Context: an optimization exercise on an open-source flow, tuned for small area. The choices shown serve that exercise and are no tape-out recipe. The RTL was checked by simulation tests, not by an equivalence proof against the original design. Power figures rest on the tool's default switching activity, not on a simulated workload.

==> design.v <==
`default_nettype none
module BCDOneDigitAdd
  (input logic [3:0] A, B,
  input logic Cin,
  output logic [3:0] Sum,
  output logic Cout);
  logic [4:0] temp_sum;
  assign temp_sum = A + B + Cin;
  always_comb begin
    if (temp_sum >= 10) begin
      Sum = temp_sum - 4'd10;  
      Cout = 1'b1;  
    end
    else begin
      Sum = temp_sum;  
      Cout = 1'b0;  
    end
  end
endmodule
module BCDThreeDigitAdd
  (input logic [3:0] A, B, C,
  output logic [7:0] Sum);
  logic [3:0] ab, abc_no_carry;
  logic temp_carry1, temp_carry2;
  BCDOneDigitAdd ad0(.A, .B, .Sum(ab), .Cin('0), .Cout(temp_carry1));
  BCDOneDigitAdd ad1(.A(ab), .B(C), .Cin('0),
                .Sum(abc_no_carry), .Cout(temp_carry2));
  logic [3:0] tens;
  assign tens = temp_carry1 + temp_carry2;
  assign Sum = {tens,abc_no_carry};
  endmodule
module Comparator
  (input logic [7:0] A, B,
  output logic equal);
  assign equal = (A == B);
  endmodule
module ThreeValueComparator
  (input logic [7:0] A, B, C,
  output logic equal);
  always_comb begin
    if(A==B && A==C) begin
      equal = 1;
    end
    else begin
      equal = 0;
    end
  end
endmodule
module FullComparator
  (input logic [7:0] c1,c2,c3,
  input logic [7:0] r1,r2,r3,
  input logic [7:0] d1,d2,
  output logic equal);
  logic c,r,d,cdr;
  ThreeValueComparator col(.equal(c),.A(c1),.B(c2),.C(c3));
  ThreeValueComparator row(.equal(r),.A(r1),.B(r2),.C(r3));
  Comparator diag(.equal(d),.A(d1),.B(d2));
  ThreeValueComparator all(.equal(cdr),.A(c1),.B(r1),.C(d1));
  always_comb begin
    if(cdr && r && c && d)begin
      equal = 1'b1;
    end
    else begin
      equal = 1'b0;
    end
  end
endmodule
module EquivalenceChecker
  (input logic [35:0] values,
  output logic [7:0] magic_constant,
  output logic equal);
  logic [7:0] r1, r2, r3, c1, c2, c3, d1, d2;
  logic carry1, carry2, carry3, carry4, carry5, carry6, carry7, carry8;
  BCDThreeDigitAdd row1(.A(values[3:0]), .B(values[7:4]),
  .C(values[11:8]), .Sum(magic_constant));
  BCDThreeDigitAdd row2(.A(values[15:12]), .B(values[19:16]),
  .C(values[23:20]), .Sum(r2));
  BCDThreeDigitAdd row3(.A(values[27:24]), .B(values[31:28]),
  .C(values[35:32]), .Sum(r3));
  BCDThreeDigitAdd col1(.A(values[3:0]), .B(values[15:12]),
  .C(values[27:24]), .Sum(c1));
  BCDThreeDigitAdd col2(.A(values[7:4]), .B(values[19:16]),
  .C(values[31:28]), .Sum(c2));
  BCDThreeDigitAdd col3(.A(values[11:8]), .B(values[23:20]),
  .C(values[35:32]), .Sum(c3));
  BCDThreeDigitAdd diag1(.A(values[3:0]), .B(values[19:16]),
  .C(values[35:32]), .Sum(d1));
  BCDThreeDigitAdd diag2(.A(values[27:24]), .B(values[19:16]),
  .C(values[11:8]), .Sum(d2));
  FullComparator fc0(.r1(magic_constant), .r2, .r3, .c1, .c2,
  .c3, .d1, .d2, .equal);
  endmodule
module OneDigitInputValidator
  (input logic [3:0]D,
  input logic [8:0] found_in,
  output logic [8:0] found_out);
    always_comb begin
    case (D)
      4'd1: begin
        if (found_in[0] == 1) begin
          found_out=found_in;
        end
        else begin
        found_out = found_in+9'b000_000_001;
        end
      end
      4'd2: begin
        if (found_in[1] == 1) begin
          found_out=found_in;
        end
        else begin
          found_out = found_in+9'b000_000_010;
        end
      end
      4'd3: begin
        if (found_in[2] == 1)begin
          found_out=found_in;
        end
        else begin
          found_out = found_in+9'b000_000_100;
        end
      end
      4'd4: begin
        if (found_in[3] == 1)begin
          found_out=found_in;
        end
        else begin
          found_out = found_in+9'b000_001_000;
        end
      end
      4'd5: begin
        if (found_in[4] == 1)begin
          found_out=found_in;
        end
        else begin
          found_out = found_in+9'b000_010_000;
        end
      end
      4'd6: begin
        if (found_in[5] == 1)begin
          found_out=found_in;
        end
        else begin
          found_out = found_in+9'b000_100_000;
        end
      end
      4'd7: begin
        if (found_in[6] == 1)begin
          found_out=found_in;
        end
        else begin
          found_out = found_in+9'b001_000_000;
        end
      end
      4'd8: begin
        if (found_in[7] == 1)begin
          found_out=found_in;
        end
        else begin
          found_out = found_in+9'b010_000_000;
        end
      end
      4'd9: begin
        if (found_in[8] == 1)begin
          found_out=found_in;
        end
        else begin
          found_out = found_in+9'b100_000_000;
        end
      end
      default: begin
        found_out = found_in;
      end
    endcase
  end
endmodule
module InputValidator
  (input logic [35:0] values,
  output logic invalid);
  logic [8:0] found1, found2, found3, found4, found5, found6, found7,
              found8, found9;
  OneDigitInputValidator iv0(
                            .D(values[3:0]),
                            .found_in('0),
                            .found_out(found1)
                            );
  OneDigitInputValidator iv1(
                            .D(values[7:4]),
                            .found_in(found1),
                            .found_out(found2)
                            );
  OneDigitInputValidator iv2(
                            .D(values[11:8]),
                            .found_in(found2),
                            .found_out(found3)
                            );
  OneDigitInputValidator iv3(
                            .D(values[15:12]),
                            .found_in(found3),
                            .found_out(found4)
                            );
  OneDigitInputValidator iv4(
                            .D(values[19:16]),
                            .found_in(found4),
                            .found_out(found5)
                            );
OneDigitInputValidator iv5(
                            .D(values[23:20]),
                            .found_in(found5),
                            .found_out(found6)
                            );
  OneDigitInputValidator iv6(
                            .D(values[27:24]),
                            .found_in(found6),
                            .found_out(found7)
                            );
  OneDigitInputValidator iv7(
                            .D(values[31:28]),
                            .found_in(found7),
                            .found_out(found8)
                            );
  OneDigitInputValidator iv8(
                            .D(values[35:32]),
                            .found_in(found8),
                            .found_out(found9)
                            );
  assign invalid =(found9===9'b111_111_111) ? 0:1;
endmodule
module IsMagic
  (input logic [3:0] num1, num2, num3,  
  input logic [3:0] num4, num5, num6,  
  input logic [3:0] num7, num8, num9,  
  output logic [7:0] magic_constant,  
  output logic it_is_magic);
  logic equal, invalid;
  logic [35:0] values;
  assign values = ({num1, num2, num3, num4, num5, num6, num7, num8, num9});
  EquivalenceChecker ec0(.values, .equal, .magic_constant);
  InputValidator iv0(.values, .invalid);
  assign it_is_magic = (~invalid) & (equal);
  endmodule
module MagicLEDs
  (input logic it_is_magic,
  output logic [7:0] LEDG);
  always_comb begin
    if (it_is_magic) LEDG = 8'b1111_1111;
    else LEDG = 8'b0000_0000;
  end
endmodule
module BCDToSevenSegment
  (input logic [3:0] BCD,
  output logic [6:0] seg);
  always_comb begin
    case (BCD)
      4'd0: seg = 7'b100_0000;
      4'd1: seg = 7'b111_1001;
      4'd2: seg = 7'b010_0100;
      4'd3: seg = 7'b011_0000;
      4'd4: seg = 7'b001_1001;
      4'd5: seg = 7'b001_0010;
      4'd6: seg = 7'b000_0010;
      4'd7: seg = 7'b111_1000;
      4'd8: seg = 7'b000_0000;
      4'd9: seg = 7'b001_1000;
      default: seg = 7'b111_1111;
    endcase
  end
endmodule
module ChipInterface
  (output logic [6:0] HEX7, HEX6,  
  output logic [7:0] LEDG,
  input logic [17:0] SW,
  input logic [3:0] KEY,
  input logic CLOCK_50);  
  logic [3:0] num1, num2, num3,
  num4, num5, num6,
  num7, num8, num9;
  logic [7:0] magic_constant;
  logic it_is_magic;
  enter_9_bcd e(.entry(SW[3:0]),
  .selector(SW[7:4]),
  .enableL(KEY[0]),
  .zeroL(KEY[2]),
  .set_defaultL(KEY[1]),
  .clock(CLOCK_50),
  .*);
  IsMagic im(.*);
  MagicLEDs ml0(.it_is_magic, .LEDG);
  BCDToSevenSegment b0(.BCD(magic_constant[3:0]), .seg(HEX6));  
  BCDToSevenSegment b1(.BCD(magic_constant[7:4]), .seg(HEX7));  
endmodule
module enter_9_bcd
  (input logic [3:0] entry,
  input logic [3:0] selector,
  input logic enableL, zeroL, set_defaultL, clock,
  output logic [3:0] num1, num2, num3, num4, num5, num6, num7, num8, num9);
  logic enableL_async, enableL_sync;
  logic zeroL_async, zeroL_sync;
  logic set_defaultL_async, set_defaultL_sync;
  always_ff @(posedge clock) begin
    enableL_async <= enableL;
    enableL_sync <= enableL_async;
    zeroL_async <= zeroL;
    zeroL_sync <= zeroL_async;
    set_defaultL_async <= set_defaultL;
    set_defaultL_sync <= set_defaultL_async;
  end
  always_ff @(posedge clock) begin
    if (~zeroL_sync) begin
      num1 <= 4'b0000;
      num2 <= 4'b0000;
      num3 <= 4'b0000;
      num4 <= 4'b0000;
      num5 <= 4'b0000;
      num6 <= 4'b0000;
      num7 <= 4'b0000;
      num8 <= 4'b0000;
      num9 <= 4'b0000;
    end
    else if (~set_defaultL_sync) begin
      num1 <= 4'b1000;
      num2 <= 4'b0001;
      num3 <= 4'b0110;
      num4 <= 4'b0011;
      num5 <= 4'b0101;
      num6 <= 4'b0111;
      num7 <= 4'b0100;
      num8 <= 4'b1001;
      num9 <= 4'b0010;
    end
    else if (~enableL_sync)
      case (selector)
        4'b0001: num1 <= entry;
        4'b0010: num2 <= entry;
        4'b0011: num3 <= entry;
        4'b0100: num4 <= entry;
        4'b0101: num5 <= entry;
        4'b0110: num6 <= entry;
        4'b0111: num7 <= entry;
        4'b1000: num8 <= entry;
        4'b1001: num9 <= entry;
        default: ;
      endcase
  end
endmodule
==> run.sh <==
#!/bin/bash
# synth_recipe.tcl (not shown) runs the flow's synth.tcl, then flattens the netlist and writes it again
# the make line also repeats each setting of config.mk as NAME=value (left out here)
make -C /OpenROAD-flow-scripts/flow DESIGN_CONFIG=/design/flow/config.mk WORK_HOME=/design/flow/orfs CLKGATE_MAP_FILE= SYNTH_SCRIPT=/design/flow/synth_recipe.tcl finish
==> config.mk <==
export PLATFORM = sky130hd
export DESIGN_NAME = ChipInterface
export DESIGN_NICKNAME = ChipInterface
export VERILOG_FILES = /design/flow/design.v
export SDC_FILE = /design/flow/constraint.sdc
export NUM_CORES = 4
export LEC_CHECK = 0
export CAP_MARGIN = 20
export CORE_MARGIN = 2
export CORE_UTILIZATION = 40
export SLEW_MARGIN = 20
==> constraint.sdc <==
create_clock -name core_clock -period 12.0 [get_ports {CLOCK_50}]
set_input_delay 2.4000 -clock core_clock [delete_from_list [all_inputs] [get_ports {CLOCK_50}]]
set_output_delay 2.4000 -clock core_clock [all_outputs]
set_load 0.01 [all_outputs]
==> results.json, run 1 <==
{
  "status": "finished clean",
  "hold_viol_final": 0,
  "wire_per_inst_um": 17.8,
  "ant_nets": 0,
  "switching_power_w": 0.000218,
  "cts.sinks": 42,
  "ys_types": 78,
  "fin_crit_sh_pct": 87.4,
  "die_height_um": 134,
  "syn_area_per_cell_um2": 8.25,
  "drtIter0Drc": 450,
  "synth_area_leaders": "ha_1, dfxtp_1, mux2i_1",
  "port_buffers": 32,
  "synth_top_cell_area_share_pct": 17.7,
  "startpoint_type": "flop",
  "antenna_found_initial": 0,
  "p_int_w": 0.000370,
  "crit_fanout": 13,
  "drt-total-wl_um": 18500,
  "ys_ff_latch": 42,
  "netlist_instances": 816,
  "fin_setup_tns_ps": 0,
  "clock_power_share_pct": 25.5,
  "vias": 5908,
  "powerDensity_mw_per_mm2": 80.5,
  "grt_max_degree": 22,
  "synth_edf_count": 0,
  "grt_pass1_wl_um": 30100,
  "syn-num-nets": 950,
  "num_rows": 47,
  "fin_crit_ps": 10490,
  "synth_flop_cell": "dfxtp_1",
  "post-route-drc-count": 0,
  "post_cts_resized": 0,
  "timing.hold.ws_ps": 326,
  "yosysTopAreaCell": "ha_1",
  "fp.dieW_um": 134,
  "cp-end-kind": "output pin",
  "antenna_cells": 0,
  "grt_overflow": 0,
  "grt_pass1_vias": 5641,
  "pwr-share-seq_pct": 27.6,
  "core_mm2": 0.0165,
  "tightestPinTransition_ps": 763,
  "root_buffer": "clkbuf_16",
  "async_flop_share_pct": 0,
  "num_io_pins": 45,
  "power_frac_comb_pct": 46.9,
  "yosysMostFrequentCell": "ha_1",
  "cts_buffers": 5,
  "max-slew-margin-rel_pct": 49.1,
  "cts_tree": "yes",
  "drive_gt1_share_pct": 4.66,
  "cts_hold_buf": 0,
  "grt_setup_unrepaired": "false",
  "clk-insertion-delay-late_ps": 280,
  "track_usage_pct": 20.8,
  "placed_area_mm2": 0.00712,
  "cp.required_ps": 9600,
  "cp.arrival_ps": 8090,
  "switching_share_pct": 37.1,
  "clk_pin_slew_worst_paths_ps": 60,
  "maxCapViolCount": 0,
  "dr.pass1.iters": 8,
  "nNetsFinal": 948,
  "power_w": 0.000588,
  "synthesis.area_mm2": 0.00673,
  "synthTopCellsByCount": "ha_1, inv_1, nor2_1, mux2i_1, dfxtp_1",
  "timing.fmax_mhz": 95.3,
  "power.leakage_nw": 3.34,
  "ys_seq_area_share_pct": 12.5,
  "ir_drop_mv": 0.126,
  "die_area_mm2": 0.0179,
  "area_growth_pct": 8.42,
  "skew_ps": 6.71,
  "yosys_warnings": 7,
  "gp_congestion": 0.858,
  "hpwl_um": 13900,
  "setup_viol": 0,
  "final_area_mm2": 0.00730,
  "cts_buffer_depth": 2,
  "path_class": "flop to output pin",
  "post-cts-setup-buffers": 0,
  "via_per_inst": 5.71,
  "cts_max_level": 2,
  "initial_core_util_pct": 40.7,
  "slew_violations": 0,
  "holdCritPathClass": "flop to flop"
}
-- area by class of cell --
type,count,area [µm²]
Inverter,61,231
Timing Repair Buffer,42,393
Sequential cell,42,841
Clock inverter,2,37.5
Fill cell,1666,9230
Clock buffer,6,129
Tap cell,220,275
Multi-Input combinational cell,662,5390
-- final timing paths --
path	startpoint	end	slack [ps]	depth (start not counted)
worst max-delay path	e.num9[0]$_SDFFE_PN0P_	LEDG[5]	1510	26
worst min-delay path	e.zeroL_async$_DFF_P_	e.zeroL_sync$_DFF_P_	330	0
worst max register to register	e.set_defaultL_sync$_DFF_P_	e.num1[0]$_SDFFE_PN0P_	10430	2
worst min register to register	e.zeroL_async$_DFF_P_	e.zeroL_sync$_DFF_P_	330	0
-- power groups by stage --
stage                     Sequential (W)  Combinational [W]  Clock (W)
after global routing            0.000163           0.000311   0.000159
after global placement          0.000165           0.000271          0
after detailed placement        0.000165           0.000275          0
after floorplan                 0.000153           0.000209          0
final                           0.000162           0.000276   0.000150
after CTS                       0.000161           0.000277   0.000153
-- logic make-up (layout without fill, tap and decap cells) --
| group | after synthesis | count (layout) | share of synthesized area, % |
|---|---|---|---|
| DFF | 42 | 42 | 12.5 |
| buffers and inverters | 112 | 111 | 7.51 |
| other | 1 | 1 | 0.0557 |
| xor gates and xnor gates | 49 | 49 | 6.49 |
| muxes | 55 | 55 | 8.27 |
| adders and majority gates | 111 | 111 | 22.4 |
| AOI/OAI and AO/OA | 170 | 170 | 17.2 |
| and+or+nand+nor | 276 | 276 | 25.6 |
-- state kept, by name, indices dropped and copies added (netlist names) --
name,flops
e.set_defaultL_async,1
e.num8,4
e.num9,4
e.num5,4
e.enableL_sync,1
e.set_defaultL_sync,1
e.num2,4
e.num3,4
e.zeroL_async,1
e.enableL_async,1
e.num6,4
e.num7,4
e.num1,4
e.num4,4
e.zeroL_sync,1
-- worst max-delay path, cell delays in order, from the launching register on --
cell and delay (ps):
dfxtp_1 700, ha_1 270, inv_1 60, fa_1 440, xor2_1 260, ha_1 240
nand2_1 60, a21oi_1 490, xor2_1 240, inv_1 90, fa_1 450, xnor2_1 260
inv_1 90, ha_1 250, o2111ai_1 130, nand4_2 230, inv_1 100, ha_1 310
or4_1 540, o21ai_0 180, nand4_1 130, or4_4 470, a2111oi_4 330, o2111ai_1 170
nor4_1 520, clkbuf_2 250, clkdlybuf4s50_1 550
-- layer usage --
| layer | GRT usage (%) | routed length, µm |
|---|---|---|
| met5 | 0 | 0 |
| met2 | 34.8 | 8420 |
| met1 | 28.6 | 8850 |
| met3 | 2.78 | 984 |
| met4 | 4.43 | 204 |
-- through the flow --
step / instances / worst slack [ps] / utilization (%)
2_1_floorplan: 816 / 3130 / -
3_3_place_gp: 1026 / 1590 / 43.1
3_5_place_dp: 1026 / 1540 / 43.1
4_1_cts: 1034 / 1190 / 44.1
5_1_grt: 1035 / 835 / 44.2
6_report: 1035 / 1510 / 44.2
-- placed cells by master (no fill, tap or decap), types with 4 or more instances in the layout --
cell type,count
ha_1,95
inv_1,59
nor2_1,58
mux2i_1,50
dfxtp_1,42
a21oi_1,39
nand2_1,34
clkdlybuf4s50_1,32
xnor2_1,31
nor4b_1,31
nor4bb_1,25
a21o_1,24
a21boi_0,22
o21ai_0,22
nor3_1,21
xor2_1,17
fa_1,16
nand3_1,14
nor2b_1,13
nor4_1,11
nand2b_1,10
nand3b_1,9
buf_4,9
nand4_1,8
a31oi_1,8
o211ai_1,7
a21boi_1,6
nand4b_1,6
or4_1,5
o21a_1,5
nor3b_1,5
clkbuf_16,5
and3_1,4
o2111ai_1,4
mux2_2,4
o31ai_1,4
==> inputs of run 2 (changes only) <==
==> design.v (replaced) <==
`default_nettype none
module ChipInterface
  (output logic [6:0] HEX7, HEX6,
  output logic [7:0] LEDG,
  input logic [17:0] SW,
  input logic [3:0] KEY,
  input logic CLOCK_50);
  logic [1:0] act_a, act_s;
  always_ff @(posedge CLOCK_50) begin
    act_a <= {~(KEY[2] & KEY[1]), (KEY[2] & KEY[1]) ? ~KEY[0] : KEY[2]};
    act_s <= act_a;
  end
  logic force_s, y_s;
  assign force_s = act_s[1];
  assign y_s = act_s[0];
  function automatic logic [2:0] corner_code(input logic [3:0] v);
    case (v)
      4'd2: corner_code = 3'b101;
      4'd4: corner_code = 3'b100;
      4'd6: corner_code = 3'b110;
      4'd8: corner_code = 3'b111;
      default: corner_code = 3'b000;
    endcase
  endfunction
  function automatic logic [2:0] edge_code(input logic [3:0] v);
    case (v)
      4'd1: edge_code = 3'b101;
      4'd3: edge_code = 3'b100;
      4'd7: edge_code = 3'b110;
      4'd9: edge_code = 3'b111;
      default: edge_code = 3'b000;
    endcase
  endfunction
  logic [2:0] c1, c3, e2, e4, e6;
  logic m5;
  logic [3:0] n7, n8, n9;
  logic [3:0] entry, sel;
  assign entry = SW[3:0];
  assign sel = SW[7:4];
  logic [2:0] entry_c, entry_e;
  assign entry_c = corner_code(entry);
  assign entry_e = edge_code(entry);
  always_ff @(posedge CLOCK_50) begin
    if (force_s) begin
      if (y_s) begin
        c1 <= corner_code(4'd8);
        e2 <= edge_code(4'd1);
        c3 <= corner_code(4'd6);
        e4 <= edge_code(4'd3);
        m5 <= 1'b1;
        e6 <= edge_code(4'd7);
        n7 <= 4'd4;
        n8 <= 4'd9;
        n9 <= 4'd2;
      end
      else begin
        c1 <= 3'b000;
        e2 <= 3'b000;
        c3 <= 3'b000;
        e4 <= 3'b000;
        m5 <= 1'b0;
        e6 <= 3'b000;
        n7 <= 4'd0;
        n8 <= 4'd0;
        n9 <= 4'd0;
      end
    end
    else if (y_s) begin
      case (sel)
        4'd1: c1 <= entry_c;
        4'd2: e2 <= entry_e;
        4'd3: c3 <= entry_c;
        4'd4: e4 <= entry_e;
        4'd5: m5 <= (entry == 4'd5);
        4'd6: e6 <= entry_e;
        4'd7: n7 <= entry;
        4'd8: n8 <= entry;
        4'd9: n9 <= entry;
        default: ;
      endcase
    end
  end
  logic [2:0] c7, c9, e8;
  assign c7 = corner_code(n7);
  assign c9 = corner_code(n9);
  assign e8 = edge_code(n8);
  logic s1, g1, s3, g3;
  assign {s1, g1} = c1[1:0];
  assign {s3, g3} = c3[1:0];
  logic [1:0] want2, want4;
  assign want2 = {~(g1 ? s1 : s3), ~(s1 ^ s3)};
  assign want4 = {~(g1 ? s1 : ~s3), s1 ^ s3};
  logic it_is_magic;
  assign it_is_magic = m5 & c1[2] & c3[2] & (g1 != g3)
                     & (c9 == {1'b1, ~s1, g1})
                     & (c7 == {1'b1, ~s3, g3})
                     & (e2 == {1'b1, want2})
                     & (e8 == {1'b1, ~want2[1], want2[0]})
                     & (e4 == {1'b1, want4})
                     & (e6 == {1'b1, ~want4[1], want4[0]});
  assign LEDG = {8{it_is_magic}};
  function automatic logic [4:0] bcd_add(input logic [3:0] a, b);
    logic [3:0] t;
    logic c, ge10;
    c = 1'b0;
    for (int i = 0; i < 4; i++) begin
      t[i] = a[i] ^ b[i] ^ c;
      c = (a[i] & b[i]) | (c & (a[i] ^ b[i]));
    end
    ge10 = c | (t[3] & (t[2] | t[1]));
    if (ge10) bcd_add = {1'b1, t[3] ^ (t[2] | t[1]), ~(t[2] ^ t[1]), ~t[1], t[0]};
    else bcd_add = {1'b0, t};
  endfunction
  function automatic logic [6:0] seg7(input logic [3:0] d);
    case (d)
      4'd0: seg7 = 7'b100_0000;
      4'd1: seg7 = 7'b111_1001;
      4'd2: seg7 = 7'b010_0100;
      4'd3: seg7 = 7'b011_0000;
      4'd4: seg7 = 7'b001_1001;
      4'd5: seg7 = 7'b001_0010;
      4'd6: seg7 = 7'b000_0010;
      4'd7: seg7 = 7'b111_1000;
      4'd8: seg7 = 7'b000_0000;
      4'd9: seg7 = 7'b001_1000;
      default: seg7 = 7'b111_1111;
    endcase
  endfunction
  logic [4:0] s98, s987;
  assign s98 = bcd_add(n9, n8);
  assign s987 = bcd_add(s98[3:0], n7);
  assign HEX6 = seg7(s987[3:0]);
  assign HEX7 = seg7({2'b00, s98[4] & s987[4], s98[4] ^ s987[4]});
endmodule
==> results.json, run 2 <==
{
  "skew_ps": 4.32,
  "dr.pass1.iters": 4,
  "pwr-share-seq_pct": 19.8,
  "post-cts-setup-buffers": 0,
  "nNetsFinal": 268,
  "place_ws_ps": 3790,
  "cp.arrival_ps": 6120,
  "synthTopCellsByCount": "edfxtp_1, inv_1, ha_1, buf_4, nor2_1",
  "syn-num-nets": 246,
  "fin_crit_sh_pct": 71.0,
  "r2r_end": "e2[0]$_DFFE_PP_",
  "clk-insertion-delay-late_ps": 280,
  "r2r_start": "act_s[1]$_DFF_P_",
  "cp.required_ps": 9600,
  "cts_tree": "yes",
  "antenna_cells": 0,
  "track_usage_pct": 14.4,
  "status": "finished clean",
  "drive_gt1_share_pct": 7.08,
  "netlist_instances": 203,
  "yosysTopAreaCell": "edfxtp_1",
  "grt_overflow": 0,
  "drt-total-wl_um": 3910,
  "clk_pin_slew_worst_paths_ps": 60,
  "die_height_um": 77.7,
  "p_int_w": 0.000428,
  "port_buffers": 32,
  "setup_viol": 0,
  "syn_area_per_cell_um2": 10.7,
  "vias": 1494,
  "cts_buffers": 5,
  "initial_core_util_pct": 42.0,
  "crit_fanout": 7,
  "max-slew-margin-rel_pct": 44.8,
  "synth_top_cell_area_share_pct": 38.7,
  "max_stage_delay_ps": 570,
  "timing.fmax_mhz": 117,
  "grt_pass1_vias": 1458,
  "final_cell_mix": "clkdlybuf4s50_1, edfxtp_1, inv_1",
  "fp.dieW_um": 77.7,
  "fin_crit_ps": 8520,
  "path_cells": "ha_1, fa_1, inv_1, fa_1, fa_1, inv_1, ha_1, nand2b_1, xnor2_1, fa_1, inv_1, fa_1, fa_1, ha_1, or2_1, xnor2_2, inv_1, ha_1, inv_1, mux2i_1, a22oi_1, clkdlybuf4s50_1",
  "hold_viol_final": 0,
  "antenna_found_initial": 0,
  "fin_ws_ps": 3480,
  "cpMaxStageDelayCell": "clkdlybuf4s50_1",
  "cp-end-kind": "output pin",
  "core_mm2": 0.00517,
  "post-route-drc-count": 0,
  "num_rows": 26,
  "wire_per_inst_um": 13.2,
  "maxCapViolCount": 0,
  "ff2ff_path_depth": 3,
  "cts_max_level": 2,
  "switching_power_w": 0.000272,
  "synthesis.area_mm2": 0.00217,
  "yosysMostFrequentCell": "edfxtp_1",
  "hold_start": "act_a[1]$_DFF_P_",
  "grt_max_degree": 21,
  "slew_violations": 0,
  "top_regs": "n7 x4, n8 x4, n9 x4",
  "cts_buffer_depth": 2,
  "path_class": "flop to output pin",
  "ir_drop_mv": 0.206,
  "synth_edf_count": 28,
  "drtIter0Drc": 64,
  "die_area_mm2": 0.00604,
  "ys_seq_area_share_pct": 42.3,
  "cts_hold_buf": 0,
  "power_frac_comb_pct": 67.5,
  "fill_cells": 472,
  "ys_ff_latch": 32,
  "cts.sinks": 32,
  "powerDensity_mw_per_mm2": 274,
  "ant_nets": 0,
  "whs_endpoint": "act_s[1]$_DFF_P_",
  "synth_area_leaders": "edfxtp_1, ha_1, fa_1",
  "area_growth_pct": 17.4,
  "ys_types": 47,
  "num_io_pins": 45,
  "power.leakage_nw": 1.07,
  "holdCritPathClass": "flop to flop",
  "startpoint_type": "flop",
  "cp_common_cell": "fa_1",
  "post_cts_resized": 0,
  "async_flop_share_pct": 0,
  "gp_congestion": 0.824,
  "synth_flop_cell": "edfxtp_1",
  "fin_setup_tns_ps": 0,
  "switching_share_pct": 38.8,
  "r2r_setup_slack_ps": 10430,
  "root_buffer": "clkbuf_8",
  "grt_pass1_wl_um": 6760,
  "via_per_inst": 5.05,
  "clock_power_share_pct": 12.8,
  "tightestPinTransition_ps": 829,
  "grt_setup_unrepaired": "false",
  "yosys_warnings": 1,
  "min_path_cells": 0,
  "timing.hold.ws_ps": 328,
  "hpwl_um": 3110,
  "layout_commonest_cell": "clkdlybuf4s50_1"
}
## run 2: changes by cell type in the layout (fill, tap and decap cells not counted), sizes merged, moves of 28 or more
cell    previous run  this run
dfxtp             42         4
nor4b             31         0
edfxtp             0        28
mux2i             50         9
nor2              59        10
inv               61        25
ha                95        14
a21oi             39         6
## run 2: worst max-delay path by stage
stage               cells after the start      end  slack (ps)             from
floorplan                              23  HEX6[5]        4740  n8[0]$_DFFE_PP_
detailed placement                     22  HEX6[3]        3790  n8[0]$_DFFE_PP_
global route                           22  HEX6[4]        3100  n8[0]$_DFFE_PP_
global placement                       22  HEX6[4]        3810  n8[0]$_DFFE_PP_
finish                                 22  HEX6[4]        3480  n8[0]$_DFFE_PP_
CTS                                    22  HEX6[3]        3470  n8[0]$_DFFE_PP_
## run 2: worst max-delay path: cells and delay by family, from the launching register on
kind                     cells  cell delay (ps)
flip-flops                   1              400
AO/OA/AOI/OAI                1              150
buffers and inverters        6              980
XOR/XNOR                     2              630
adder cells (fa/ha/maj)     10             2990
multiplexers                 1               80
AND/OR/NAND/NOR              2              600
## run 2: area by class of cell
type / instances / area [µm²] / area share, %
multi-input combinational: 129 / 1020 / 40.1
clock buffer: 8 / 100 / 3.92
inverter: 25 / 98.8 / 3.87
timing repair buffer: 32 / 320 / 12.5
tap: 70 / 87.6 / 3.43
sequential: 32 / 921 / 36.1
## run 2: layer usage
metal	global-route usage [%]	wire length, µm	part of all wire, %
met5	0	0	0
met4	6.07	76	1.9
met3	2.91	169	4.3
met2	24.1	1880	48
met1	18.1	1780	46
## run 2: power groups by stage
| stage | registers (W) | clock network (W) | logic, W |
|---|---|---|---|
| 2_1_floorplan | 0.000138 | 0 | 0.000329 |
| 3_3_place_gp | 0.000141 | 0 | 0.000470 |
| 3_5_place_dp | 0.000141 | 0 | 0.000475 |
| 4_1_cts | 0.000138 | 0.0000902 | 0.000476 |
| 5_1_grt | 0.000140 | 0.0000958 | 0.000519 |
| 6_report | 0.000138 | 0.0000895 | 0.000472 |
## run 2: cell families after synthesis
| group | Yosys count | share of synthesized area, % |
|---|---|---|
| adder cells (fa/ha/maj) | 20 | 13.6 |
| other | 1 | 0.172 |
| XOR/XNOR | 6 | 2.76 |
| multiplexers | 11 | 5.35 |
| AO/OA/AOI/OAI | 39 | 12.1 |
| flip-flops | 32 | 42.3 |
| AND/OR/NAND/NOR | 52 | 13.1 |
| buffers and inverters | 42 | 10.5 |
## run 2: metrics by stage
stage	instances	power, W	instance area (µm²)	util, %
6_report	296	0.000700	2550	49.3
3_3_place_gp	288	0.000610	2450	47.4
3_5_place_dp	288	0.000615	2450	47.4
5_1_grt	296	0.000755	2550	49.3
2_1_floorplan	203	0.000466	2170	-
4_1_cts	296	0.000705	2550	49.3
==> inputs of run 3 (changes only) <==
==> flow/run.sh (new file) <==
#!/bin/bash
# Own layout flow: the standard flow, with
#  - synthesis mapped by an area-oriented abc script and no adder-cell extraction
#    (registers are mapped exactly as in the standard synthesis, before abc),
#  - port buffers made of buf_1 cells,
#  - clock tree synthesis without dummy loads.
set -euo pipefail
W=$PWD
export ADDER_MAP_FILE=
export AREA_ABC_SCRIPT=$W/flow/area.abc
export BUFFER_PORTS_ARGS="-buffer_cell sky130_fd_sc_hd__buf_1"
export CTS_ARGS="-sink_clustering_enable -repair_clock_nets -dont_use_dummy_load"
cat flow/abc_override.tcl synth_recipe.tcl > own_synth.tcl
sed "s#SYNTH_SCRIPT=[^ ']*#SYNTH_SCRIPT=$W/own_synth.tcl#" standard.sh > own_standard.sh
grep -q "SYNTH_SCRIPT=$W/own_synth.tcl" own_standard.sh
bash own_standard.sh > own_flow.log 2>&1
==> flow/abc_override.tcl (new file) <==
# Run Yosys's abc with an area-oriented script (flow/area.abc) in place of ORFS's speed script.
proc abc {args} {
  set i [lsearch -exact $args -script]
  if { $i >= 0 } {
    lset args [expr { $i + 1 }] $::env(AREA_ABC_SCRIPT)
  }
  yosys abc {*}$args
}
==> flow/area.abc (new file) <==
strash
&get -n
&st
&dch -f
&nf -R 1000
&put
topo
==> standard.sh (new file) <==
#!/bin/bash
# synth_recipe.tcl (not shown) runs the flow's synth.tcl, then flattens the netlist and writes it again
# the make line also repeats each setting of config.mk as NAME=value (left out here)
make -C /OpenROAD-flow-scripts/flow DESIGN_CONFIG=/design/flow/config.mk WORK_HOME=/design/flow/orfs CLKGATE_MAP_FILE= SYNTH_SCRIPT=/design/flow/synth_recipe.tcl "${@:-finish}"
removed: run.sh
==> results.json, run 3 <==
{
  "port_buffers": 32,
  "wire_per_inst_um": 12.8,
  "die_height_um": 73.7,
  "ys_seq_area_share_pct": 47.4,
  "die_area_mm2": 0.00543,
  "setup_viol": 0,
  "netlist_instances": 206,
  "synth_top_cell_area_share_pct": 43.3,
  "fp.dieW_um": 73.7,
  "syn-num-nets": 229,
  "synth_area_leaders": "edfxtp_1, xnor2_1, nand2_1",
  "status": "finished clean",
  "r2r_setup_slack_ps": 10240,
  "layout_commonest_cell": "buf_1",
  "grt_setup_unrepaired": "false",
  "max-slew-margin-rel_pct": 60.9,
  "powerDensity_mw_per_mm2": 212,
  "grt_overflow": 0,
  "crit_fanout": 6,
  "cts_tree": "yes",
  "area_growth_pct": 9.27,
  "drtIter0Drc": 50,
  "ff2ff_path_depth": 3,
  "post-cts-setup-buffers": 0,
  "gp_congestion": 0.842,
  "tightestPinTransition_ps": 586,
  "cts.sinks": 32,
  "num_rows": 25,
  "slew_violations": 0,
  "power.leakage_nw": 0.767,
  "timing.fmax_mhz": 145,
  "grt_pass1_wl_um": 5870,
  "antenna_found_initial": 0,
  "maxCapViolCount": 0,
  "drive_gt1_share_pct": 2.59,
  "async_flop_share_pct": 0,
  "vias": 1505,
  "hold_viol_final": 0,
  "power_w": 0.000451,
  "path_class": "flop to output pin",
  "ys_types": 35,
  "initial_core_util_pct": 41.4,
  "crit_end": "HEX6[3]",
  "holdCritPathClass": "flop to flop",
  "place_inst": 281,
  "ant_nets": 0,
  "ys_ff_latch": 32,
  "post-route-drc-count": 0,
  "root_buffer": "clkbuf_8",
  "r2r_start": "act_s[1]$_DFF_P_",
  "cts_buffers": 5,
  "fin_crit_sh_pct": 57.4,
  "cp.required_ps": 9600,
  "r2r_end": "e4[2]$_DFFE_PP_",
  "yosysMostFrequentCell": "edfxtp_1",
  "final_cell_mix": "buf_1, edfxtp_1, nand2_1",
  "cts_max_level": 2,
  "ir_drop_mv": 0.120,
  "top_regs": "n7 x4, n8 x4, n9 x4",
  "core_mm2": 0.00469,
  "crit_path_start": "n8[1]$_SDFFCE_PP0P_",
  "cts_hold_buf": 0,
  "cp-end-kind": "output pin",
  "fill_cells": 464,
  "yosys_warnings": 1,
  "syn_area_per_cell_um2": 9.43,
  "cp.arrival_ps": 4490,
  "synth_flop_cell": "edfxtp_1",
  "startpoint_type": "flop",
  "timing.hold.ws_ps": 327,
  "antenna_cells": 0,
  "nNetsFinal": 257,
  "via_per_inst": 5.26,
  "clk-insertion-delay-late_ps": 280,
  "clk_pin_slew_worst_paths_ps": 60,
  "grt_max_degree": 21,
  "synthTopCellsByCount": "edfxtp_1, nand2_1, nor2_1, o21ai_0, clkinv_1",
  "hpwl_um": 2920,
  "track_usage_pct": 14.3,
  "synthesis.area_mm2": 0.00194,
  "dr.pass1.iters": 4,
  "yosysTopAreaCell": "edfxtp_1",
  "fin_setup_tns_ps": 0,
  "post_cts_resized": 0,
  "synth_edf_count": 28,
  "num_io_pins": 45,
  "final_cells": 286,
  "grt_pass1_vias": 1332,
  "skew_ps": 11.8,
  "cts_buffer_depth": 2,
  "drt-total-wl_um": 3650,
  "fin_crit_ps": 6890
}
[run 3: cells by family after synthesis]
logic type	Yosys count	share of synthesized area (%)
AOI/OAI and AO/OA	51	17.8
and+or+nand+nor	73	17.1
adders and majority gates	3	1.55
other	1	0.193
buffers and inverters	27	7.34
xor gates and xnor gates	19	8.56
DFF	32	47.4
[run 3: worst min-delay path by stage]
stage / to / slack (ps) / from / depth (start not counted)
floorplan: act_s[0]$_DFF_P_ / 310 / act_a[0]$_DFF_P_ / 0
global placement: act_s[0]$_DFF_P_ / 310 / act_a[0]$_DFF_P_ / 0
detailed placement: act_s[0]$_DFF_P_ / 310 / act_a[0]$_DFF_P_ / 0
CTS: act_s[0]$_DFF_P_ / 330 / act_a[0]$_DFF_P_ / 0
global route: act_s[1]$_DFF_P_ / 330 / act_a[1]$_DFF_P_ / 0
finish: act_s[0]$_DFF_P_ / 330 / act_a[0]$_DFF_P_ / 0
[run 3: cell type report]
class | instances | area, µm² | share of cell area, %
Clock buffer | 5 | 68.8 | 3.24
Inverter | 16 | 60.1 | 2.83
Tap cell | 54 | 67.6 | 3.18
Sequential cell | 32 | 921 | 43.4
Multi-Input combinational cell | 147 | 886 | 41.7
Timing Repair Buffer | 32 | 120 | 5.66
[run 3: metal layers]
layer	vias up	part of all wire, %	wire (µm)	GRT usage, %
met4	0	3.2	116	7.47
met5	-	0	0	0
met3	10	3.9	143	3.02
met2	46	47	1720	23.8
li1	783	-	-	-
met1	666	46	1670	17.3
[run 3: worst max-delay path, stage by stage, from the launching register on]
cell and delay [ps]:
edfxtp_1 470, xnor2_1 250, o21ai_0 160, maj3_1 410, xnor2_1 190, nand2b_1 170
nand3_1 170, xnor2_1 190, maj3_1 380, a21oi_1 230, xor2_1 210, nand2_1 110
a21oi_1 250, xnor2_1 200, o21ai_0 420, o311ai_0 230, buf_1 170
[run 3: through the flow]
stage                     util [%]  instance area [µm²]  setup slack [ps]
final                         45.3                 2120              5110
after global placement        43.7                 2050              5400
after floorplan                  -                 1940              5770
after CTS                     45.1                 2120              5070
after global routing          45.3                 2120              4560
after detailed placement      43.7                 2050              5370
[run 3: report_power, final]
part	internal, W	switching (W)	leakage, nW
logic	0.0000870	0.000155	0.390
clock network	0.0000371	0.0000319	0.0359
registers	0.000132	0.00000802	0.341
==> inputs of run 4 (changes only) <==
--- a/flow/run.sh
+++ b/flow/run.sh
@@ -9,7 +9,7 @@
 export ADDER_MAP_FILE=
 export AREA_ABC_SCRIPT=$W/flow/area.abc
 export BUFFER_PORTS_ARGS="-buffer_cell sky130_fd_sc_hd__buf_1"
-export CTS_ARGS="-sink_clustering_enable -repair_clock_nets -dont_use_dummy_load"
+export CTS_ARGS="-sink_clustering_enable -repair_clock_nets -dont_use_dummy_load -sink_clustering_size 40 -sink_clustering_max_diameter 300 -buf_list sky130_fd_sc_hd__clkbuf_8"
 cat flow/abc_override.tcl synth_recipe.tcl > own_synth.tcl
 sed "s#SYNTH_SCRIPT=[^ ']*#SYNTH_SCRIPT=$W/own_synth.tcl#" standard.sh > own_standard.sh
 grep -q "SYNTH_SCRIPT=$W/own_synth.tcl" own_standard.sh
==> results.json, run 4 <==
{
  "fp.dieW_um": 73.7,
  "final_cells": 286,
  "post-route-drc-count": 0,
  "cts_buffers": 5,
  "cp.required_ps": 9600,
  "ys_seq_area_share_pct": 47.4,
  "holdCritPathClass": "flop to flop",
  "async_flop_share_pct": 0,
  "status": "finished clean",
  "cts_tree": "yes",
  "netlist_instances": 206,
  "setup_viol": 0,
  "synthesis.area_mm2": 0.00194,
  "synth_area_leaders": "edfxtp_1, xnor2_1, nand2_1",
  "dr.pass1.iters": 4,
  "layout_commonest_cell": "buf_1",
  "gr-usage-met1_pct": 17.3,
  "fin_ws_ps": 5110,
  "clk-insertion-delay-late_ps": 280,
  "fin_crit_sh_pct": 57.4,
  "r2r_start": "act_s[1]$_DFF_P_",
  "track_usage_pct": 14.3,
  "hold_viol_final": 0,
  "yosys_warnings": 1,
  "timing.fmax_mhz": 145,
  "post_cts_resized": 0,
  "fin_crit_ps": 6890,
  "placed_area_mm2": 0.00205,
  "power.leakage_nw": 0.767,
  "num_io_pins": 45,
  "vias": 1505,
  "yosysMostFrequentCell": "edfxtp_1",
  "antenna_found_initial": 0,
  "powerDensity_mw_per_mm2": 212,
  "fill_cells": 464,
  "grt_overflow": 0,
  "wire_per_inst_um": 12.8,
  "cts_max_level": 2,
  "nNetsFinal": 257,
  "syn_area_per_cell_um2": 9.43,
  "hpwl_um": 2920,
  "grt_pass1_vias": 1332,
  "cts_buffer_depth": 2,
  "final_area_mm2": 0.00212,
  "slew_violations": 0,
  "startpoint_type": "flop",
  "use_met2_pct": 23.8,
  "cts.sinks": 32,
  "hold_start": "act_a[0]$_DFF_P_",
  "place_inst": 281,
  "clk_pin_slew_worst_paths_ps": 60,
  "yosysTopAreaCell": "edfxtp_1",
  "ys_ff_latch": 32,
  "crit_path_start": "n8[1]$_SDFFCE_PP0P_",
  "drive_gt1_share_pct": 2.59,
  "drtIter0Drc": 50,
  "antenna_cells": 0,
  "synth_flop_cell": "edfxtp_1",
  "top_regs": "n7 x4, n8 x4, n9 x4",
  "initial_core_util_pct": 41.4,
  "synth_edf_count": 28,
  "syn-num-nets": 229,
  "area_growth_pct": 9.27,
  "ant_nets": 0,
  "grt_setup_unrepaired": "false",
  "root_buffer": "clkbuf_8",
  "max-slew-margin-rel_pct": 60.9,
  "cp-end-kind": "output pin",
  "grt-busiest-layer": "met2",
  "num_rows": 25,
  "cp.arrival_ps": 4490,
  "place_ws_ps": 5370,
  "path_class": "flop to output pin",
  "ys_types": 35,
  "grtUsageMet3_pct": 3.02,
  "via_per_inst": 5.26,
  "synth_top_cell_area_share_pct": 43.3,
  "port_buffers": 32,
  "final_cell_mix": "buf_1, edfxtp_1, nand2_1",
  "tightestPinTransition_ps": 586,
  "post-cts-setup-buffers": 0,
  "multi_input_area_um2": 886,
  "synthTopCellsByCount": "edfxtp_1, nand2_1, nor2_1, o21ai_0, clkinv_1",
  "die_area_mm2": 0.00543,
  "grt_max_degree": 21,
  "drt-total-wl_um": 3650,
  "ir_drop_mv": 0.120,
  "core_mm2": 0.00469,
  "maxCapViolCount": 0,
  "register_area_um2": 921,
  "cts_hold_buf": 0,
  "gp_congestion": 0.842,
  "crit_fanout": 6,
  "die_height_um": 73.7,
  "fin_setup_tns_ps": 0,
  "skew_ps": 11.8,
  "power_w": 0.000451,
  "grt_pass1_wl_um": 5870
}
[run 4: cell counts after synthesis]
Identical to the previous run, type by type.
[run 4: final timing paths]
path	end	slack, ps	depth (start not counted)
max	HEX6[3]	5110	16
min	act_s[0]$_DFF_P_	330	0
max reg2reg	e4[2]$_DFFE_PP_	10240	3
min reg2reg	act_s[0]$_DFF_P_	330	0
[run 4: kinds of logic (layout without fill, tap and decap cells)]
logic type,Yosys count,count (layout),synth area share (%)
flip-flops,32,32,47.4
adder cells (fa/ha/maj),3,3,1.55
buffers and inverters,27,53,7.34
other,1,1,0.193
XOR/XNOR,19,19,8.56
AND/OR/NAND/NOR,73,73,17.1
AO/OA/AOI/OAI,51,51,17.8
[run 4: worst max-delay path, stage by stage (launching register included)]
cell      delay (ps)
edfxtp_1         470
xnor2_1          250
o21ai_0          160
maj3_1           410
xnor2_1          190
nand2b_1         170
nand3_1          170
xnor2_1          190
maj3_1           380
a21oi_1          230
xor2_1           210
nand2_1          110
a21oi_1          250
xnor2_1          200
o21ai_0          420
o311ai_0         230
buf_1            170
[run 4: area by class of cell]
cell class / count / share of cell area, %
well taps: 54 / 3.18
clock buffers: 5 / 3.24
multi-input cells: 147 / 41.7
flip-flops and latches: 32 / 43.4
repair buffers: 32 / 5.66
inverters: 16 / 2.83
[run 4: power by group]
group	switching, W	internal, W
Sequential	0.00000802	0.000132
Clock	0.0000319	0.0000371
Combinational	0.000155	0.0000870
[run 4: stage by stage]
stage | hold slack, ps | util [%]
global route | 332 | 45.3
global placement | 310 | 43.7
CTS | 329 | 45.1
detailed placement | 315 | 43.7
finish | 327 | 45.3
floorplan | 310 | -
[run 4: layer usage]
layer,routed length [µm],vias to the layer above
li1,-,783
met1,1670,666
met2,1720,46
met3,143,10
met4,116,0
met5,0,-
==> inputs of run 5 (changes only) <==
--- a/flow/run.sh
+++ b/flow/run.sh
@@ -9,7 +9,7 @@
 export ADDER_MAP_FILE=
 export AREA_ABC_SCRIPT=$W/flow/area.abc
 export BUFFER_PORTS_ARGS="-buffer_cell sky130_fd_sc_hd__buf_1"
-export CTS_ARGS="-sink_clustering_enable -repair_clock_nets -dont_use_dummy_load -sink_clustering_size 40 -sink_clustering_max_diameter 300 -buf_list sky130_fd_sc_hd__clkbuf_8"
+export CTS_ARGS="-repair_clock_nets -dont_use_dummy_load -buf_list sky130_fd_sc_hd__clkbuf_8 -root_buf sky130_fd_sc_hd__clkbuf_8"
 cat flow/abc_override.tcl synth_recipe.tcl > own_synth.tcl
 sed "s#SYNTH_SCRIPT=[^ ']*#SYNTH_SCRIPT=$W/own_synth.tcl#" standard.sh > own_standard.sh
 grep -q "SYNTH_SCRIPT=$W/own_synth.tcl" own_standard.sh
==> results.json, run 5 <==
{
  "drtIter0Drc": 50,
  "powerDensity_mw_per_mm2": 212,
  "synth-xor-area-share_pct": 8.56,
  "drive_gt1_share_pct": 2.59,
  "path_class": "flop to output pin",
  "synth_simple_gate_area_share_pct": 17.1,
  "die_height_um": 73.7,
  "die_area_mm2": 0.00543,
  "cts_buffers": 5,
  "critical_path.top_delay_family": "compound AO/OA/AOI/OAI gates",
  "tightestPinTransition_ps": 586,
  "cts_hold_buf": 0,
  "timing.fmax_mhz": 145,
  "grt_pass1_wl_um": 5870,
  "vias": 1505,
  "synth_compound_area_share_pct": 17.8,
  "post_cts_resized": 0,
  "hpwl_um": 2920,
  "grt_setup_unrepaired": "false",
  "core_mm2": 0.00469,
  "synth_area_leaders": "edfxtp_1, xnor2_1, nand2_1",
  "ys_seq_area_share_pct": 47.4,
  "synth_top_cell_area_share_pct": 43.3,
  "ir_drop_mv": 0.120,
  "fin_crit_ps": 6890,
  "track_usage_pct": 14.3,
  "wire_per_inst_um": 12.8,
  "antenna_found_initial": 0,
  "path_cells": "xnor2_1, o21ai_0, maj3_1, xnor2_1, nand2b_1, nand3_1, xnor2_1, maj3_1, a21oi_1, xor2_1, nand2_1, a21oi_1, xnor2_1, o21ai_0, o311ai_0, buf_1",
  "drt-total-wl_um": 3650,
  "ys_ff_latch": 32,
  "final_cells": 286,
  "cts.sinks": 32,
  "cts_buffer_depth": 2,
  "num_io_pins": 45,
  "register_area_um2": 921,
  "via_per_inst": 5.26,
  "antenna_cells": 0,
  "dr.pass1.iters": 4,
  "path_buf_inv": 1,
  "maxCapViolCount": 0,
  "synth.mux.area_fraction_pct": 0,
  "synth_flop_cell": "edfxtp_1",
  "post-cts-setup-buffers": 0,
  "post-route-drc-count": 0,
  "synth_top_family_by_area": "compound AO/OA/AOI/OAI gates",
  "fp.dieW_um": 73.7,
  "crit_fanout": 6,
  "holdCritPathClass": "flop to flop",
  "async_flop_share_pct": 0,
  "area_growth_pct": 9.27,
  "num_rows": 25,
  "max_stage_delay_ps": 470,
  "synthesis.area_mm2": 0.00194,
  "cp_common_cell": "xnor2_1",
  "multi_input_area_um2": 886,
  "netlist_instances": 206,
  "status": "finished clean",
  "final_cell_mix": "buf_1, edfxtp_1, nand2_1",
  "port_buffers": 32,
  "root_buffer": "clkbuf_8",
  "setup_viol": 0,
  "clk_pin_slew_worst_paths_ps": 60,
  "max-slew-margin-rel_pct": 60.9,
  "fill_cells": 464,
  "cp-end-kind": "output pin",
  "layout_commonest_cell": "buf_1",
  "ant_nets": 0,
  "syn-num-nets": 229,
  "hold_viol_final": 0,
  "synthTopCellsByCount": "edfxtp_1, nand2_1, nor2_1, o21ai_0, clkinv_1",
  "startpoint_type": "flop",
  "syn_area_per_cell_um2": 9.43,
  "r2r_setup_slack_ps": 10240,
  "clk-insertion-delay-late_ps": 280,
  "top_regs": "n7 x4, n8 x4, n9 x4",
  "cts_tree": "yes",
  "yosysTopAreaCell": "edfxtp_1",
  "slew_violations": 0,
  "place_inst": 281,
  "nNetsFinal": 257,
  "synth_edf_count": 28,
  "cp.arrival_ps": 4490,
  "ys_types": 35,
  "yosys_warnings": 1,
  "cts_max_level": 2,
  "skew_ps": 11.8,
  "gp_congestion": 0.842,
  "power.leakage_nw": 0.767,
  "fin_crit_sh_pct": 57.4,
  "grt_overflow": 0,
  "grt_max_degree": 21,
  "fin_setup_tns_ps": 0,
  "cpMaxStageDelayCell": "edfxtp_1",
  "initial_core_util_pct": 41.4,
  "yosysMostFrequentCell": "edfxtp_1",
  "synth_fa_ha_area_share_pct": 1.55,
  "grt_pass1_vias": 1332,
  "cp.required_ps": 9600
}
## run 5: cell counts in the layout (fill, tap and decap cells not counted)
No cell type changed its count.
## run 5: metrics by stage
step                      worst slack, ps  hold slack (ps)  power, W  area, µm²  util [%]
after floorplan                      5770              310  0.000326       1940         -
after global placement               5400              310  0.000382       2050      43.7
after detailed placement             5370              315  0.000384       2050      43.7
after CTS                            5070              329  0.000454       2120      45.1
after global routing                 4560              332  0.000493       2120      45.3
final                                5110              327  0.000451       2120      45.3
## run 5: cell families after synthesis
family,count (synthesis)
simple gates,73
compound gates,51
flops,32
buf+inv,27
xor+xnor,19
fa+ha+maj,3
other cells,1
## run 5: per-layer routing
metal	track usage, %	vias up	wire [µm]
li1	-	783	-
met1	17.3	666	1670
met2	23.8	46	1720
met3	3.02	10	143
met4	7.47	0	116
met5	0	-	0
## run 5: final timing paths
check	startpoint	to	depth (start not counted)
min reg2reg	act_a[0]$_DFF_P_	act_s[0]$_DFF_P_	0
max	n8[1]$_SDFFCE_PP0P_	HEX6[3]	16
min	act_a[0]$_DFF_P_	act_s[0]$_DFF_P_	0
max reg2reg	act_s[1]$_DFF_P_	e4[2]$_DFFE_PP_	3
## run 5: area by class of cell
class,count,share of cell area [%]
clock buffers,5,3.24
inverters,16,2.83
multi-input cells,147,41.7
flip-flops and latches,32,43.4
well taps,54,3.18
repair buffers,32,5.66
## run 5: worst reg2reg max path: stages (launching register included)
cell	delay, ps
dfxtp_1	690
nand2b_1	330
clkinv_1	190
a31o_1	280
## run 5: where the power goes
group	total, W	internal, W	switching, W
logic	0.000242	0.0000870	0.000155
registers	0.000140	0.000132	0.00000802
clock network	0.0000690	0.0000371	0.0000319
==> inputs of run 6 (changes only) <==
--- a/flow/run.sh
+++ b/flow/run.sh
@@ -9,7 +9,7 @@
 export ADDER_MAP_FILE=
 export AREA_ABC_SCRIPT=$W/flow/area.abc
 export BUFFER_PORTS_ARGS="-buffer_cell sky130_fd_sc_hd__buf_1"
-export CTS_ARGS="-repair_clock_nets -dont_use_dummy_load -buf_list sky130_fd_sc_hd__clkbuf_8 -root_buf sky130_fd_sc_hd__clkbuf_8"
+export CTS_ARGS="-sink_clustering_enable -repair_clock_nets -dont_use_dummy_load -buf_list sky130_fd_sc_hd__clkbuf_4"
 cat flow/abc_override.tcl synth_recipe.tcl > own_synth.tcl
 sed "s#SYNTH_SCRIPT=[^ ']*#SYNTH_SCRIPT=$W/own_synth.tcl#" standard.sh > own_standard.sh
 grep -q "SYNTH_SCRIPT=$W/own_synth.tcl" own_standard.sh
==> flow/abc_override.tcl (replaced) <==
# Run Yosys's abc with an area-oriented script (flow/area.abc) in place of ORFS's speed script,
# and without a delay target, so that abc maps for area.
proc abc {args} {
  set i [lsearch -exact $args -script]
  if { $i >= 0 } {
    lset args [expr { $i + 1 }] $::env(AREA_ABC_SCRIPT)
  }
  set i [lsearch -exact $args -D]
  if { $i >= 0 } {
    set args [lreplace $args $i [expr { $i + 1 }]]
  }
  puts "abc override: $args"
  yosys abc {*}$args
}
==> results.json, run 6 <==
{
  "port_buffers": 32,
  "layout_commonest_cell": "buf_1",
  "grt_pass1_vias": 1324,
  "grt_pass1_wl_um": 5870,
  "startpoint_type": "flop",
  "yosysTopAreaCell": "edfxtp_1",
  "setup_viol": 0,
  "top_regs": "n7 x4, n8 x4, n9 x4",
  "r2r_setup_slack_ps": 10250,
  "num_io_pins": 45,
  "grt_setup_unrepaired": "false",
  "synth_edf_count": 28,
  "cts_tree": "yes",
  "ir_drop_mv": 0.118,
  "ys_seq_area_share_pct": 47.4,
  "final_cell_mix": "buf_1, edfxtp_1, nand2_1",
  "syn_area_per_cell_um2": 9.43,
  "synthTopCellsByCount": "edfxtp_1, nand2_1, nor2_1, o21ai_0, clkinv_1",
  "maxCapViolCount": 0,
  "synth_compound_area_share_pct": 17.8,
  "cp-end-kind": "output pin",
  "cts_hold_buf": 0,
  "tightestPinTransition_ps": 576,
  "drt-total-wl_um": 3640,
  "nNetsFinal": 257,
  "crit_fanout": 6,
  "gp_congestion": 0.842,
  "area_growth_pct": 7.66,
  "vias": 1518,
  "synth_flop_cell": "edfxtp_1",
  "synth_fa_ha_area_share_pct": 1.55,
  "status": "finished clean",
  "path_class": "flop to output pin",
  "post_cts_resized": 0,
  "antenna_found_initial": 0,
  "holdCritPathClass": "flop to flop",
  "cts_buffers": 5,
  "ys_types": 35,
  "num_rows": 25,
  "synth.mux.area_fraction_pct": 0,
  "slew_violations": 0,
  "grt_max_degree": 21,
  "track_usage_pct": 14.3,
  "fp.dieW_um": 73.7,
  "synth_top_cell_area_share_pct": 43.3,
  "synth_top_family_by_area": "compound AO/OA/AOI/OAI gates",
  "skew_ps": 15.2,
  "fin_setup_tns_ps": 0,
  "cts_buffer_depth": 2,
  "fin_crit_ps": 6960,
  "synthesis.area_mm2": 0.00194,
  "syn-num-nets": 229,
  "core_mm2": 0.00469,
  "yosys_warnings": 1,
  "dr.pass1.iters": 5,
  "netlist_instances": 206,
  "clk-insertion-delay-late_ps": 330,
  "fin_crit_sh_pct": 58.0,
  "max-slew-margin-rel_pct": 61.6,
  "root_buffer": "clkbuf_4",
  "synth-xor-area-share_pct": 8.56,
  "initial_core_util_pct": 41.4,
  "cts_max_level": 2,
  "powerDensity_mw_per_mm2": 206,
  "drtIter0Drc": 54,
  "async_flop_share_pct": 0,
  "ant_nets": 0,
  "antenna_cells": 0,
  "clk_pin_slew_worst_paths_ps": 80,
  "synth_area_leaders": "edfxtp_1, xnor2_1, nand2_1",
  "die_height_um": 73.7,
  "ys_ff_latch": 32,
  "timing.fmax_mhz": 144,
  "hpwl_um": 2920,
  "yosysMostFrequentCell": "edfxtp_1",
  "via_per_inst": 5.31,
  "cp.required_ps": 9600,
  "post-cts-setup-buffers": 0,
  "grt_overflow": 0,
  "die_area_mm2": 0.00543,
  "wire_per_inst_um": 12.7,
  "post-route-drc-count": 0,
  "power_w": 0.000431,
  "power.leakage_nw": 0.754,
  "drive_gt1_share_pct": 2.59,
  "cts.sinks": 32,
  "synth_simple_gate_area_share_pct": 17.1,
  "cp.arrival_ps": 4560,
  "hold_viol_final": 0
}
## run 6: changes by cell type in the layout (fill, tap and decap cells not counted)
cell | before | now
clkbuf_4 | 0 | 5
clkbuf_8 | 5 | 0
## run 6: cells by family after synthesis
logic type | after synthesis
XOR/XNOR | 19
other | 1
AND/OR/NAND/NOR | 73
adder cells (fa/ha/maj) | 3
AO/OA/AOI/OAI | 51
buffers and inverters | 27
flip-flops | 32
## run 6: report_power, final
part	switching (W)	leakage (nW)	total [W]	internal [W]
logic	0.000156	0.390	0.000243	0.0000870
registers	0.00000798	0.341	0.000139	0.000131
clock network	0.0000301	0.0230	0.0000496	0.0000195
total	0.000194	0.754	0.000431	0.000238
## run 6: layout make-up
cell class                      count  area [µm²]
Inverter                           16        60.1
Sequential cell                    32         921
Tap cell                           54        67.6
Clock buffer                        5        37.5
Multi-Input combinational cell    147         886
Fill cell                         473        2600
Timing Repair Buffer               32         120
## run 6: per-stage QoR
step / utilization [%] / setup WS (ps) / area [µm²] / hold slack (ps) / std cells
final: 44.6 / 5040 / 2090 / 333 / 286
after global routing: 44.6 / 4510 / 2090 / 340 / 286
after CTS: 44.5 / 5020 / 2090 / 336 / 286
after detailed placement: 43.7 / 5370 / 2050 / 315 / 281
after global placement: 43.7 / 5400 / 2050 / 310 / 281
after floorplan: - / 5770 / 1940 / 310 / 206
## run 6: per-layer routing
layer / GRT usage (%) / vias to the layer above / wire [µm]
li1: - / 785 / -
met1: 17.4 / 684 / 1660
met2: 24.5 / 40 / 1770
met3: 2.61 / 9 / 133
met4: 6.26 / 0 / 81
met5: 0 / - / 0
## run 6: worst max-delay path, cell delays in order, from the launching register on
cell and delay [ps]:
edfxtp_1 470, xnor2_1 250, o21ai_0 160, maj3_1 410, xnor2_1 190, nand2b_1 170, nand3_1 170, xnor2_1 190
maj3_1 380, a21oi_1 230, xor2_1 210, nand2_1 110, a21oi_1 260, xnor2_1 200, o21ai_0 440, o311ai_0 240
buf_1 170
## run 6: path summary, 6_finish.rpt
check / startpoint / end / depth (start not counted)
max: n8[1]$_SDFFCE_PP0P_ / HEX6[3] / 16
min: act_a[0]$_DFF_P_ / act_s[0]$_DFF_P_ / 0
max reg2reg: act_s[1]$_DFF_P_ / e4[2]$_DFFE_PP_ / 3
min reg2reg: act_a[0]$_DFF_P_ / act_s[0]$_DFF_P_ / 0
==> inputs of run 7 (changes only) <==
--- a/design.v
+++ b/design.v
@@ -14,22 +14,14 @@
   assign force_s = act_s[1];
   assign y_s = act_s[0];
   function automatic logic [2:0] corner_code(input logic [3:0] v);
-    case (v)
-      4'd2: corner_code = 3'b101;
-      4'd4: corner_code = 3'b100;
-      4'd6: corner_code = 3'b110;
-      4'd8: corner_code = 3'b111;
-      default: corner_code = 3'b000;
-    endcase
+    corner_code[2] = (v == 4'd2) | (v == 4'd4) | (v == 4'd6) | (v == 4'd8);
+    corner_code[1] = v[3] | (v[2] & v[1]);    
+    corner_code[0] = v[3] | ~v[2];            
   endfunction
   function automatic logic [2:0] edge_code(input logic [3:0] v);
-    case (v)
-      4'd1: edge_code = 3'b101;
-      4'd3: edge_code = 3'b100;
-      4'd7: edge_code = 3'b110;
-      4'd9: edge_code = 3'b111;
-      default: edge_code = 3'b000;
-    endcase
+    edge_code[2] = (v == 4'd1) | (v == 4'd3) | (v == 4'd7) | (v == 4'd9);
+    edge_code[1] = v[3] | v[2];               
+    edge_code[0] = ~v[1];                     
   endfunction
   logic [2:0] c1, c3, e2, e4, e6;
   logic m5;
@@ -54,12 +46,12 @@
         n9 <= 4'd2;
       end
       else begin
-        c1 <= 3'b000;
-        e2 <= 3'b000;
-        c3 <= 3'b000;
-        e4 <= 3'b000;
+        c1 <= {1'b0, corner_code(4'd8) & 2'b11};
+        e2 <= {1'b0, edge_code(4'd1) & 2'b11};
+        c3 <= {1'b0, corner_code(4'd6) & 2'b11};
+        e4 <= {1'b0, edge_code(4'd3) & 2'b11};
         m5 <= 1'b0;
-        e6 <= 3'b000;
+        e6 <= {1'b0, edge_code(4'd7) & 2'b11};
         n7 <= 4'd0;
         n8 <= 4'd0;
         n9 <= 4'd0;
@@ -80,10 +72,28 @@
       endcase
     end
   end
+  function automatic logic [2:0] corner_class(input logic [3:0] v);
+    case (v)
+      4'd2: corner_class = 3'b101;
+      4'd4: corner_class = 3'b100;
+      4'd6: corner_class = 3'b110;
+      4'd8: corner_class = 3'b111;
+      default: corner_class = 3'b000;
+    endcase
+  endfunction
+  function automatic logic [2:0] edge_class(input logic [3:0] v);
+    case (v)
+      4'd1: edge_class = 3'b101;
+      4'd3: edge_class = 3'b100;
+      4'd7: edge_class = 3'b110;
+      4'd9: edge_class = 3'b111;
+      default: edge_class = 3'b000;
+    endcase
+  endfunction
   logic [2:0] c7, c9, e8;
-  assign c7 = corner_code(n7);
-  assign c9 = corner_code(n9);
-  assign e8 = edge_code(n8);
+  assign c7 = corner_class(n7);
+  assign c9 = corner_class(n9);
+  assign e8 = edge_class(n8);
   logic s1, g1, s3, g3;
   assign {s1, g1} = c1[1:0];
   assign {s3, g3} = c3[1:0];
==> flow/area.abc (replaced) <==
strash
&get -n
&st
&deepsyn -T 120
&dch -f
&nf -R 1000
&put
topo
==> results.json, run 7 <==
{
  "cp.arrival_ps": 4770,
  "die_height_um": 71.6,
  "final_cells": 267,
  "top_regs": "n7 x4, n8 x4, n9 x4",
  "fin_crit_sh_pct": 59.7,
  "yosysMostFrequentCell": "edfxtp_1",
  "drt-total-wl_um": 3480,
  "yosys_warnings": 1,
  "fin_crit_ps": 7170,
  "synthTopCellsByCount": "edfxtp_1, nor2_1, nand2_1, a21oi_1",
  "p_int_w": 0.000197,
  "skew_ps": 14.5,
  "fin_ws_ps": 4830,
  "grt_max_degree": 20,
  "path_class": "flop to output pin",
  "switching_power_w": 0.000113,
  "status": "finished clean",
  "power.leakage_nw": 0.712,
  "tightestPinTransition_ps": 567,
  "synth_area_leaders": "edfxtp_1, a21oi_1, buf_4",
  "ys_ff_latch": 32,
  "fp.dieW_um": 71.6,
  "cp.required_ps": 9600,
  "vias": 1424,
  "syn_area_per_cell_um2": 9.66,
  "async_flop_share_pct": 0,
  "syn-num-nets": 212,
  "post_cts_resized": 0,
  "max-slew-margin-rel_pct": 62.1,
  "post-route-util_pct": 44.8,
  "grt_setup_unrepaired": "false",
  "ff2ff_path_depth": 5,
  "cts_buffer_depth": 2,
  "final_cell_mix": "buf_1, edfxtp_1, nor2_1",
  "cts_buffers": 5,
  "synthesis.area_mm2": 0.00183,
  "crit_fanout": 5,
  "synth.mux.area_fraction_pct": 0,
  "startpoint_type": "flop",
  "num_io_pins": 45,
  "track_usage_pct": 15.0,
  "setup_viol": 0,
  "area_growth_pct": 7.68,
  "switching_share_pct": 36.3,
  "num_rows": 24,
  "drive_gt1_share_pct": 2.33,
  "fill_cells": 438,
  "maxCapViolCount": 0,
  "cts_hold_buf": 0,
  "gp_congestion": 0.776,
  "wire_per_inst_um": 13.0,
  "via_per_inst": 5.33,
  "ys_types": 36,
  "crit_path_start": "n8[0]$_DFFE_PP_",
  "drtIter0Drc": 71,
  "ir_drop_mv": 0.0676,
  "cp-end-kind": "output pin",
  "core_mm2": 0.00438,
  "dr.pass1.iters": 5,
  "place_ws_ps": 5160,
  "place_inst": 262,
  "r2r_start": "act_s[1]$_DFF_P_",
  "grt_pass1_wl_um": 5880,
  "cts_tree": "yes",
  "post-route-drc-count": 0,
  "grt_overflow": 0,
  "timing.fmax_mhz": 140,
  "fin_setup_tns_ps": 0,
  "port_buffers": 32,
  "layout_commonest_cell": "buf_1",
  "synth_compound_area_share_pct": 19.1,
  "antenna_found_initial": 0,
  "netlist_instances": 189,
  "cts_max_level": 2,
  "powerDensity_mw_per_mm2": 158,
  "hold_viol_final": 0,
  "synth_top_family_by_area": "simple AND/OR/NAND/NOR gates",
  "clock_power_share_pct": 15.9,
  "slew_violations": 0,
  "cts.sinks": 32,
  "ant_nets": 0,
  "nNetsFinal": 240,
  "clk_pin_slew_worst_paths_ps": 90,
  "synth_simple_gate_area_share_pct": 19.7,
  "ys_seq_area_share_pct": 50.4,
  "synth_flop_cell": "edfxtp_1",
  "antenna_cells": 0,
  "holdCritPathClass": "flop to flop",
  "synth_fa_ha_area_share_pct": 0,
  "power_frac_comb_pct": 39.4,
  "synth_top_cell_area_share_pct": 46.1,
  "synth_edf_count": 28,
  "initial_core_util_pct": 41.6,
  "r2r_end": "c3[2]$_DFFE_PP_",
  "clk-insertion-delay-late_ps": 320,
  "die_area_mm2": 0.00512,
  "pwr-share-seq_pct": 44.7,
  "r2r_setup_slack_ps": 10260,
  "root_buffer": "clkbuf_4",
  "synth-xor-area-share_pct": 3.84,
  "hpwl_um": 2760,
  "grt_pass1_vias": 1295,
  "crit_end": "HEX6[6]",
  "post-cts-setup-buffers": 0,
  "yosysTopAreaCell": "edfxtp_1"
}
-- run 7: routing by layer --
layer  GRT usage, %  vias up  share of wire (%)
li1               -      725                  -
met1           19.0      633                 45
met2           24.2       62                 48
met3           3.38        4                5.6
met4           7.34        0                1.0
met5              0        -                  0
-- run 7: power groups by stage --
| stage | Sequential (W) | Clock (W) | Combinational [W] |
|---|---|---|---|
| 2_1_floorplan | 0.000138 | 0 | 0.0000963 |
| 3_3_place_gp | 0.000141 | 0 | 0.000122 |
| 5_1_grt | 0.000140 | 0.0000560 | 0.000140 |
| 3_5_place_dp | 0.000141 | 0 | 0.000123 |
| 6_report | 0.000139 | 0.0000492 | 0.000122 |
| 4_1_cts | 0.000139 | 0.0000513 | 0.000123 |
-- run 7: area by class of cell --
| cell class | count | area [µm²] | area share (%) |
|---|---|---|---|
| multi-input combinational | 135 | 781 | 39.7 |
| timing repair buffer | 32 | 120 | 6.11 |
| clock buffer | 5 | 37.5 | 1.91 |
| tap | 52 | 65.1 | 3.31 |
| sequential | 32 | 921 | 46.8 |
| inverter | 11 | 41.3 | 2.10 |
-- run 7: cells by family after synthesis --
logic type	count (synthesis)
buffers and inverters	22
AO/OA/AOI/OAI	53
other	1
AND/OR/NAND/NOR	73
flip-flops	32
XOR/XNOR	8
-- run 7: metrics by stage --
stage,area (µm²),power (W),hold WS (ps)
global placement,1930,0.000263,311
global route,1970,0.000336,354
CTS,1970,0.000313,336
finish,1970,0.000310,332
detailed placement,1930,0.000264,314
floorplan,1830,0.000235,310
-- run 7: worst min path at each step --
stage / startpoint / end / slack [ps] / cells past startpoint
after floorplan: act_a[0]$_DFF_P_ / act_s[0]$_DFF_P_ / 310 / 0
after detailed placement: act_a[1]$_DFF_P_ / act_s[1]$_DFF_P_ / 310 / 0
final: act_a[1]$_DFF_P_ / act_s[1]$_DFF_P_ / 330 / 0
after CTS: act_a[1]$_DFF_P_ / act_s[1]$_DFF_P_ / 340 / 0
after global routing: act_a[1]$_DFF_P_ / act_s[1]$_DFF_P_ / 350 / 0
after global placement: act_a[0]$_DFF_P_ / act_s[0]$_DFF_P_ / 310 / 0
-- run 7: critical path, cell delays in order (launching register included) --
cell,delay [ps]
edfxtp_1,500
a211oi_1,450
and2_0,210
nor2_1,60
and2_0,160
o21ai_0,410
a21boi_0,160
a21oi_1,210
xor2_1,270
xnor2_1,120
o21ai_0,140
a21oi_1,130
a21oi_1,320
nand2b_1,90
a21o_1,220
nand2b_1,190
a211o_1,320
nor2b_1,160
a21oi_1,160
buf_1,160

Setup slack of run 7, layout unchanged: 4.833 ns with ideal ports, 4.812 ns with driving cells assumed (clock clkbuf_16, inputs buf_2), 5.144 ns with port delays also shifted by the 0.332 ns mid clock arrival.
